What follows belongs to an exercise in optimizing a design on an open flow for small area, a short achievable clock period and few clock cycles per item; a production flow would make more cautious choices.
RTL that was checked went through simulation tests only; none was proved equivalent to the original.
No activity file was given, so power comes from the tool's default toggle rates.

== the baseline ==
==> flow/design.v <==
module alu_multi_cycle #(
    parameter OPERAND_BUS_WIDTH = 8,
    parameter OPERAND_MAX_DATA_WIDTH = 32,
    parameter RESULT_BUS_WIDTH = 16,
    parameter RESULT_MAX_DATA_WIDTH = 64
) (
    input   wire                            clk,
    input   wire                            rst,  
    input   wire                            operand_valid,
    input   wire [2:0]                      op,
    input   wire [OPERAND_BUS_WIDTH-1:0]    a,
    input   wire [OPERAND_BUS_WIDTH-1:0]    b,
    input   wire                            operand_last,
    output  reg                             ready,
    output  reg                             result_valid,
    output  reg  [RESULT_BUS_WIDTH-1:0]     result,
    output  reg                             result_last,
    output  reg                             result_rst
);
    reg [31:0] opa;       
    reg [31:0] opb;       
    reg        cy;        
    reg [2:0]  opc;       
    reg [1:0]  nb;        
    reg        s_recv;    
    reg        s_full;    
    reg        m_busy;    
    reg [2:0]  didx;      
    reg [1:0]  d_one, d_two, d_neg;    
    reg        d_top;     
    reg [63:0] o;         
    wire flush = !rst || (operand_valid && op == 3'b111);
    always @(*) result = o[15:0];
    wire is_mul  = (opc == 3'b100);
    wire o_free  = !m_busy && (!result_valid || result_last);
    wire xfer    = s_full && o_free;
    wire step    = m_busy || (xfer && is_mul);
    wire m_done  = (didx == 3'd0);
    wire accept  = operand_valid && ready;
    wire first   = !s_recv;
    wire lastb   = operand_last || !first && nb == 2'd3;
    wire o_hi0   = (o[63:32] == 32'd0);
    function automatic [8:0] addc8(input [7:0] x, input [7:0] y, input ci);
        reg [8:0] g, p, p0;
        integer i, l, j;
        begin
            g  = {x & y, ci};
            p0 = {x ^ y, 1'b0};
            p  = p0;
            for (l = 0; l < 4; l = l + 1) begin
                for (i = 8; i >= 0; i = i - 1) begin
                    if ((i >> l) & 1) begin
                        j = ((i >> l) << l) - 1;
                        g[i] = g[i] | (p[i] & g[j]);
                        p[i] = p[i] & p[j];
                    end
                end
            end
            for (i = 1; i < 9; i = i + 1) addc8[i-1] = p0[i] ^ g[i-1];
            addc8[8] = g[8];
        end
    endfunction
    wire [2:0] cur_op = first ? op : opc;
    wire       cin    = !first && cy;
    wire [8:0] bsum   = addc8(a, b, cin);
    reg  [7:0] rbyte;
    reg        rcarry;
    always @(*) begin
        rcarry = 1'b0;
        case (cur_op)
            3'b001: {rcarry, rbyte} = bsum;
            3'b010: rbyte = a & b;
            3'b011: rbyte = a ^ b;
            3'b100: rbyte = a;
            default: rbyte = 8'd0;
        endcase
    end
    function automatic [6:0] benc(input [4:0] x);    
        integer m;
        reg b2, b1, b0;
        begin
            benc = 7'd0;
            for (m = 0; m < 2; m = m + 1) begin
                b2 = x[2*m+2]; b1 = x[2*m+1]; b0 = x[2*m];
                benc[m]   = b1 ^ b0;
                benc[2+m] = (b2 & !b1 & !b0) | (!b2 & b1 & b0);
                benc[4+m] = b2 & !(b1 & b0);
            end
            benc[6] = x[4];
        end
    endfunction
    wire [2:0] nd_idx = didx - 3'd1;
    wire [4:0] nd_x   = {opa[{nd_idx, 2'b00} +: 4], (nd_idx == 3'd0) ? 1'b0 : opa[{nd_idx, 2'b00} - 1]};
    wire [4:0] fd_x   = {a[7:4], a[3]};
    function automatic [41:0] add42(input [41:0] x, input [41:0] y);
        reg [41:0] g, p, g0, p0;
        integer i, l, j;
        begin
            g0 = x & y;
            p0 = x ^ y;
            g = g0;
            p = p0;
            for (l = 0; l < 6; l = l + 1) begin
                for (i = 41; i >= 0; i = i - 1) begin
                    if ((i >> l) & 1) begin
                        j = ((i >> l) << l) - 1;
                        g[i] = g[i] | (p[i] & g[j]);
                        p[i] = p[i] & p[j];
                    end
                end
            end
            add42[0] = p0[0];
            for (i = 1; i < 42; i = i + 1) add42[i] = p0[i] ^ g[i-1];
        end
    endfunction
    wire [32:0] pp0 = (({33{d_one[0]}} & {1'b0, opb}) | ({33{d_two[0]}} & {opb, 1'b0})) ^ {33{d_neg[0]}};
    wire [32:0] pp1 = (({33{d_one[1]}} & {1'b0, opb}) | ({33{d_two[1]}} & {opb, 1'b0})) ^ {33{d_neg[1]}};
    wire [41:0] row0 = {6'b111111, !d_neg[0], d_neg[0], d_neg[0], pp0};
    wire [41:0] row1 = {6'd0, !d_neg[1], pp1, 2'b00};
    wire        dfirst = !m_busy && d_top;
    wire [39:0] accl = {o[35:16], o[15:0] & {16{m_busy}}, 4'd0} | {4'd0, opb & {32{dfirst}}, 4'd0};
    wire [41:0] arow = {2'd0, accl[39:4], 1'b0, d_neg[1], 1'b0, d_neg[0]};
    wire [41:0] c1s  = row0 ^ row1 ^ arow;
    wire [41:0] c1c  = ((row0 & row1) | (row0 & arow) | (row1 & arow)) << 1;
    wire [41:0] lsum = add42(c1s, c1c);
    wire [23:0] acch = o[59:36];
    wire [23:0] hinc = acch + 24'd1;
    wire [23:0] hdec = acch - 24'd1;
    wire [23:0] hsum = lsum[41] ? hdec : (lsum[40] ? hinc : acch);
    wire [63:0] macc = {hsum, lsum[39:0]};
    always @(posedge clk) begin
        if (step)
            o <= macc;
        else if (xfer)
            o <= {31'd0, cy && nb == 2'd0, opa[31:25], opa[24] | (cy && nb == 2'd3),
                  opa[23:17], opa[16] | (cy && nb == 2'd2), opa[15:9], opa[8] | (cy && nb == 2'd1), opa[7:0]};
        else if (result_rst)
            o <= 64'd0;      
        else
            o <= {16'd0, o[63:16]};
    end
    always @(posedge clk) begin
        if (accept) begin
            cy <= rcarry;
            if (first) begin
                opa <= {24'd0, rbyte};
                opb <= {24'd0, b};
            end else begin
                case (nb)
                    2'd1: begin opa[15:8]  <= rbyte; opb[15:8]  <= b; end
                    2'd2: begin opa[23:16] <= rbyte; opb[23:16] <= b; end
                    default: begin opa[31:24] <= rbyte; opb[31:24] <= b; end
                endcase
            end
        end
    end
    reg        s_recv_n, s_full_n, m_busy_n, rv_n, rl_n;
    reg [2:0]  didx_n, opc_n;
    reg [1:0]  nb_n;
    reg [6:0]  dsel_n;
    always @(*) begin
        s_recv_n = s_recv;
        s_full_n = s_full;
        m_busy_n = m_busy;
        didx_n   = didx;
        opc_n    = opc;
        nb_n     = nb;
        dsel_n   = {d_top, d_neg, d_two, d_one};
        if (result_valid && !result_last) begin
            rv_n = 1'b1;
            rl_n = o_hi0;
        end else begin
            rv_n = 1'b0;
            rl_n = 1'b0;
        end
        if (step) begin
            didx_n   = nd_idx;
            dsel_n   = benc(nd_x);
            m_busy_n = !m_done;
            if (m_done) begin
                s_full_n = 1'b0;
                rv_n     = 1'b1;
                rl_n     = 1'b0;
            end
        end else if (xfer) begin
            s_full_n = 1'b0;
            rv_n     = 1'b1;
            rl_n     = 1'b0;
        end
        if (accept) begin
            if (first) begin
                opc_n = op;
                nb_n  = 2'd1;
                if (op != 3'b000) begin
                    if (operand_last) s_full_n = 1'b1;
                    else              s_recv_n = 1'b1;
                end
            end else begin
                nb_n = nb + 2'd1;
                if (lastb) begin
                    s_recv_n = 1'b0;
                    s_full_n = 1'b1;
                end
            end
            if (lastb) begin
                didx_n = {nb, 1'b1} & {first ? 2'b00 : 2'b11, 1'b1};
                dsel_n = benc(fd_x);
            end
        end
        if (flush) begin
            s_recv_n = 1'b0;
            s_full_n = 1'b0;
            m_busy_n = 1'b0;
            rv_n     = 1'b0;
            rl_n     = 1'b0;
        end
    end
    wire o_free_n = !m_busy_n && (!rv_n || rl_n);
    wire ready_n  = !s_full_n || (o_free_n && opc_n != 3'b100) || (m_busy_n && didx_n == 3'd0);
    always @(posedge clk) begin
        s_recv       <= s_recv_n;
        s_full       <= s_full_n;
        m_busy       <= m_busy_n;
        didx         <= didx_n;
        opc          <= opc_n;
        nb           <= nb_n;
        {d_top, d_neg, d_two, d_one} <= dsel_n;
        result_valid <= rv_n;
        result_last  <= rl_n;
        ready        <= ready_n;
        result_rst   <= flush;
    end
endmodule
export LEC_CHECK = 0
export CAP_MARGIN = 20
export CORE_MARGIN = 2
export CORE_UTILIZATION = 40
export SLEW_MARGIN = 20
export SETUP_SLACK_MARGIN = 5.5
create_clock -name core_clock -period 10.0 [get_ports {clk}]
standard.sh (not shown) runs the stock make flow with config.mk's settings and CLKGATE_MAP_FILE= SYNTH_SCRIPT=/design/flow/synth_recipe.tcl, a recipe that flattens the netlist after the stock synthesis.
==> flow/flow/run.sh <==
#!/bin/bash
set -e
echo "export SETUP_SLACK_MARGIN = 5.5" >> config.mk
bash standard.sh > standard.log 2>&1
The following lists how the candidate was set up differently from the baseline:
-- flow/design.v --
<<< the baseline, line 41
    wire lastb   = operand_last || !first && nb == 2'd3;
    wire o_hi0   = (o[63:32] == 32'd0);
    function automatic [8:0] addc8(input [7:0] x, input [7:0] y, input ci);
        reg [8:0] g, p, p0;
        integer i, l, j;
        begin
            g  = {x & y, ci};
            p0 = {x ^ y, 1'b0};
            p  = p0;
            for (l = 0; l < 4; l = l + 1) begin
                for (i = 8; i >= 0; i = i - 1) begin
                    if ((i >> l) & 1) begin
                        j = ((i >> l) << l) - 1;
                        g[i] = g[i] | (p[i] & g[j]);
                        p[i] = p[i] & p[j];
                    end
                end
            end
            for (i = 1; i < 9; i = i + 1) addc8[i-1] = p0[i] ^ g[i-1];
            addc8[8] = g[8];
        end
    endfunction
    wire [2:0] cur_op = first ? op : opc;
    wire       cin    = !first && cy;
    wire [8:0] bsum   = addc8(a, b, cin);
    reg  [7:0] rbyte;
    reg        rcarry;
>>> the candidate, line 41
    wire lastb   = operand_last || !first && nb == 2'd3;
    wire o_hi0   = (o[63:32] == 32'd0);
    wire [2:0] cur_op = first ? op : opc;
    wire       cin    = !first && cy;
    wire [9:0] bsum_x = {1'b0, a, 1'b1} + {1'b0, b, cin};
    wire [8:0] bsum   = bsum_x[9:1];
    reg  [7:0] rbyte;
    reg        rcarry;
<<< the baseline, line 118
    wire [41:0] row0 = {6'b111111, !d_neg[0], d_neg[0], d_neg[0], pp0};
    wire [41:0] row1 = {6'd0, !d_neg[1], pp1, 2'b00};
    wire        dfirst = !m_busy && d_top;
    wire [39:0] accl = {o[35:16], o[15:0] & {16{m_busy}}, 4'd0} | {4'd0, opb & {32{dfirst}}, 4'd0};
    wire [41:0] arow = {2'd0, accl[39:4], 1'b0, d_neg[1], 1'b0, d_neg[0]};
    wire [41:0] c1s  = row0 ^ row1 ^ arow;
    wire [41:0] c1c  = ((row0 & row1) | (row0 & arow) | (row1 & arow)) << 1;
    wire [41:0] lsum = add42(c1s, c1c);
    wire [23:0] acch = o[59:36];
    wire [23:0] hinc = acch + 24'd1;
    wire [23:0] hdec = acch - 24'd1;
>>> the candidate, line 99
    wire [41:0] row0 = {6'b111111, !d_neg[0], d_neg[0], d_neg[0], pp0};
    wire [41:0] row1 = {6'd0, !d_neg[1], pp1, 2'b00};
    wire [39:0] accl = m_busy ? {o[35:0], 4'd0} : (d_top ? {4'd0, opb, 4'd0} : 40'd0);
    wire [41:0] arow = {2'd0, accl[39:4], 1'b0, d_neg[1], 1'b0, d_neg[0]};
    wire [41:0] c1s  = row0 ^ row1 ^ arow;
    wire [41:0] c1c  = ((row0 & row1) | (row0 & arow) | (row1 & arow)) << 1;
    wire [41:0] lsum = add42(c1s, c1c);
    wire [23:0] acch = m_busy ? o[59:36] : 24'd0;
    wire [23:0] hinc = acch + 24'd1;
    wire [23:0] hdec = acch - 24'd1;
<<< the baseline, line 135
            o <= {31'd0, cy && nb == 2'd0, opa[31:25], opa[24] | (cy && nb == 2'd3),
                  opa[23:17], opa[16] | (cy && nb == 2'd2), opa[15:9], opa[8] | (cy && nb == 2'd1), opa[7:0]};
        else if (result_rst)
            o <= 64'd0;      
        else
            o <= {16'd0, o[63:16]};
>>> the candidate, line 115
            o <= {31'd0, cy && nb == 2'd0, opa[31:25], opa[24] | (cy && nb == 2'd3),
                  opa[23:17], opa[16] | (cy && nb == 2'd2), opa[15:9], opa[8] | (cy && nb == 2'd1), opa[7:0]};
        else
            o <= {16'd0, o[63:16]};
Critical path depth was lower in the candidate than in the baseline.
Looking only at required time at the worst-slack endpoint, and setting everything else aside, the higher value of the candidate and the baseline goes to the candidate.
On clock buffer and inverter area fraction after layout, the lower figure sits with the candidate, not the baseline.
Total vias in the final route (lower): the baseline
Compared the candidate vs the baseline, and synthesized cell count is up in the candidate.
Total non-filler cell area in the finished layout ended up about 1.4% lower on the candidate than on the baseline.
Against the baseline, the candidate reports a fraction of power consumed by combinational cells that is lower.
The candidate: synthesized area 0.74% below the baseline
In the tables for the candidate and the baseline, routed metal-1 wirelength reads higher with the candidate.
Fraction of the cycle the final worst path needs in the candidate vs the baseline: down 0.54 points
Of the candidate and the baseline, it is the candidate that has the higher sequential share of layout area.
In the tables for the candidate and the baseline, area growth from synthesis to final layout reads higher with the baseline.
Having completed the whole flow, the candidate delivered a layout that passed the timing, design-rule and antenna checks.
Fraction of power consumed by the clock network: the candidate > the baseline
Testbench counts of the candidate, summed over its fixed seeds: cycles 31,033, items 8,000.
For the baseline, only the layout was checked, not whether the RTL still works.

-- separate check: timing with driven ports --
In the flow no input, the clock included, has a driving cell. The finished layouts below were timed again as built, in two steps. Step 1 (the two cells are an assumption about what drives the block):
set clk [get_ports {clk}]
set_driving_cell -lib_cell sky130_fd_sc_hd__clkbuf_16 $clk
set_driving_cell -lib_cell sky130_fd_sc_hd__buf_2 [delete_from_list [all_inputs] $clk]
Step 2, shift: input delay + t, output delay - t, t = (earliest + latest rising clock arrival at the registers) / 2. This alone moves slack from input paths to output paths. Slacks: ideal ports / drivers / drivers and shift; pairs: ideal ports / drivers.
| run | t, ns | slack for setup (ns) | worst setup path at the end | slew at the worst register clock pin (ns) |
|---|---|---|---|---|
| the baseline | 0.484 | 5.603 / 5.627 / 5.143 | input to register | 0.08 / 0.08 |
| the candidate | 0.483 | 5.658 / 5.682 / 5.206 | input to register | 0.07 / 0.07 |
After both steps setup and hold are still met in every run listed. The setup slack of the baseline, which loses most, moves by +0.024 ns with the drivers and by -0.460 ns with both steps.
